Source: an optimization exercise on an open RTL-to-GDS flow (aim: small area and a short achievable clock period). Production flows keep margins and buffers that such runs may drop.
Function was checked by simulation only, so behaviour that the tests miss may differ from the original.
Power figures rest on the tool's default switching activity, not on a simulated workload.

==> flow/design.v (excerpt) <==
module CPU( input clk,
	input rst,
	input wire [31:0] inst,
	input wire [63:0]	main_memory_input_data_path,
	output reg[63:0] main_memory_output_data_path,
	output wire[31:0] pc_inst_addr,
	output wire		Vector_Write_Access,
	output wire		Memory_Write_Access,
	output wire		Load_Vector_Flag,
	output wire 		Load_Word_Flag,
	output wire[11:0]	Main_Memory_Address
	);
	wire [5:0] op  = inst[31:26];
	wire [4:0] rd  = inst[25:21];
	wire [4:0] rs1 = inst[20:16];
	wire [4:0] rs2 = inst[15:11];
	wire [7:0] imm = inst[15:8];
	wire [63:0] mem = main_memory_input_data_path;
	wire op_add  = op == 6'b000000;
	wire op_sub  = op == 6'b000001;
	wire op_mul  = op == 6'b000010;
	wire op_and  = op == 6'b000100;
	wire op_or   = op == 6'b000101;
	wire op_xor  = op == 6'b000110;
	wire op_sll  = op == 6'b001000;
	wire op_srl  = op == 6'b001001;
	wire op_slt  = op == 6'b001010;
	wire op_seq  = op == 6'b001011;
	wire op_addi = op == 6'b001101;
	wire op_andi = op == 6'b001110;
	wire op_xori = op == 6'b001111;
	wire op_slti = op == 6'b101000;
	wire op_vadd = op == 6'b010000;
	wire op_vsub = op == 6'b010001;
	wire op_vdot = op == 6'b010010;
	wire op_lw   = op == 6'b100101;
	wire op_lv   = op == 6'b101101;
	wire op_sw   = op == 6'b100110;
	wire op_sv   = op == 6'b101110;
	wire op_rar  = op == 6'b101111;
	wire op_raw  = op == 6'b101100;
	wire op_beq  = op == 6'b100011;
	wire op_bgt  = op == 6'b011111;
	wire op_jmp  = op == 6'b110000;
	assign Load_Word_Flag      = op_lw | op_rar;
	assign Load_Vector_Flag    = op_lv | op_rar;
	assign Memory_Write_Access = op_sw | op_raw;
	assign Vector_Write_Access = op_sv | op_raw;
	assign Main_Memory_Address = inst[11:0];
	wire imm_sel = op_addi | op_andi | op_xori | op_slti | op_beq | op_bgt;
	wire s_we = op_add | op_sub | op_mul | op_and | op_or | op_xor | op_sll | op_srl |
	            op_slt | op_seq | op_addi | op_andi | op_xori | op_slti | op_lw;
	wire v_we = op_vadd | op_vsub | op_vdot | op_lv;
	reg [7:0]  R [0:30];
	reg [63:0] V [0:2];
	reg [31:0] T;
	reg [31:0] PC;
	assign pc_inst_addr = PC;
	reg [7:0] A, B;
	integer i;
  ...
For scale: ~5,900 cells after synthesis, ~500 flip-flops, roughly 210 I/O pins.
==> flow/config.mk <==
export PLATFORM = sky130hd
export DESIGN_NAME = CPU
export DESIGN_NICKNAME = CPU
export VERILOG_FILES = /design/flow/design.v
export SDC_FILE = /design/flow/constraint.sdc
export NUM_CORES = 4
export LEC_CHECK = 0
export ABC_AREA = 1
export CAP_MARGIN = 20
export CORE_MARGIN = 2
export CORE_UTILIZATION = 40
export SETUP_SLACK_MARGIN = 5
export SLEW_MARGIN = 20
==> flow/constraint.sdc <==
create_clock -name core_clock -period 12.0 [get_ports {clk}]
set_input_delay 2.4000 -clock core_clock [delete_from_list [all_inputs] [get_ports {clk}]]
set_output_delay 2.4000 -clock core_clock [all_outputs]
set_load 0.01 [all_outputs]
standard.sh (not shown) runs the stock make flow with config.mk's settings and CLKGATE_MAP_FILE= SYNTH_SCRIPT=/design/flow/synth_recipe.tcl, a recipe that flattens the netlist after the stock synthesis.
==> flow/flow/run.sh <==
#!/bin/bash
set -euo pipefail
bash standard.sh "BUFFER_PORTS_ARGS=-buffer_cell sky130_fd_sc_hd__buf_2" \
  "CTS_ARGS=-sink_clustering_enable -repair_clock_nets -dont_use_dummy_load -buf_list {sky130_fd_sc_hd__clkbuf_2 sky130_fd_sc_hd__clkbuf_4 sky130_fd_sc_hd__clkbuf_8}" \
  finish > standard_flow.log 2>&1
Edit:
==> flow/flow/run.sh (replaced) <==
#!/bin/bash
set -euo pipefail
bash standard.sh "BUFFER_PORTS_ARGS=-buffer_cell sky130_fd_sc_hd__buf_2" finish > standard_flow.log 2>&1
ABC_AREA = unset   (was 1)
CTS_BUF_LIST = sky130_fd_sc_hd__clkbuf_2 sky130_fd_sc_hd__clkbuf_4 sky130_fd_sc_hd__clkbuf_8   (was unset)
What happened: Hold slack is better by 0.093 ns; global-route usage shrinks by 1.4 points; count of clock-buffer cells in the layout grows by 31; register-to-register slack is worse by 0.38 ns; final cell count shrinks by 26%; final area grows by 0.40%; power grows by 16%; worst setup slack is worse by 0.30 ns; wire length shrinks by 7.1%.
Edit:
SYNTH_HIERARCHICAL = 1   (was unset)
Global-route usage goes up by 1.1 points.
Design area goes down by about 1.4%.
Synthesized area is lower by about 1.3%.
Wire length goes down by 0.92%.
Power goes down by 0.81%.

separate check: timing with driven ports:
The flow's constraints put no driver on any port. The routed layouts listed below were extracted and timed again, unchanged, in two steps.
Step 1 assumes that a clkbuf_16 drives the clock port and a buf_2 every other input.
Step 2 moves the port delays by t, midway between the first and last clock arrival at a register: inputs arrive t later, outputs are due t later. That takes back most of the time a late clock gives input paths.
a / b / c = ideal ports / drivers / drivers and shift; a / b = the first two.
| run | t (ns) | setup WS [ns] | worst hold slack (ns) | worst setup path at the end | slew at the worst register clock pin (ns) |
|---|---|---|---|---|---|
| the first run | 0.754 | 4.951 / 4.898 / 4.336 | 0.477 / 0.477 / 0.477 | input to register | 0.07 / 0.07 |
| the second run | 0.801 | 4.652 / 4.422 / 4.012 | 0.570 / 0.570 / 0.570 | input to register | 0.07 / 0.07 |
| the third run | 0.834 | 4.259 / 4.257 / 3.423 | 0.467 / 0.467 / 0.467 | input to register | 0.07 / 0.07 |
After both steps every run listed still meets setup and hold. For the third run, which loses most, drivers alone change the setup slack by -0.002 ns; drivers and shift together by -0.836 ns.
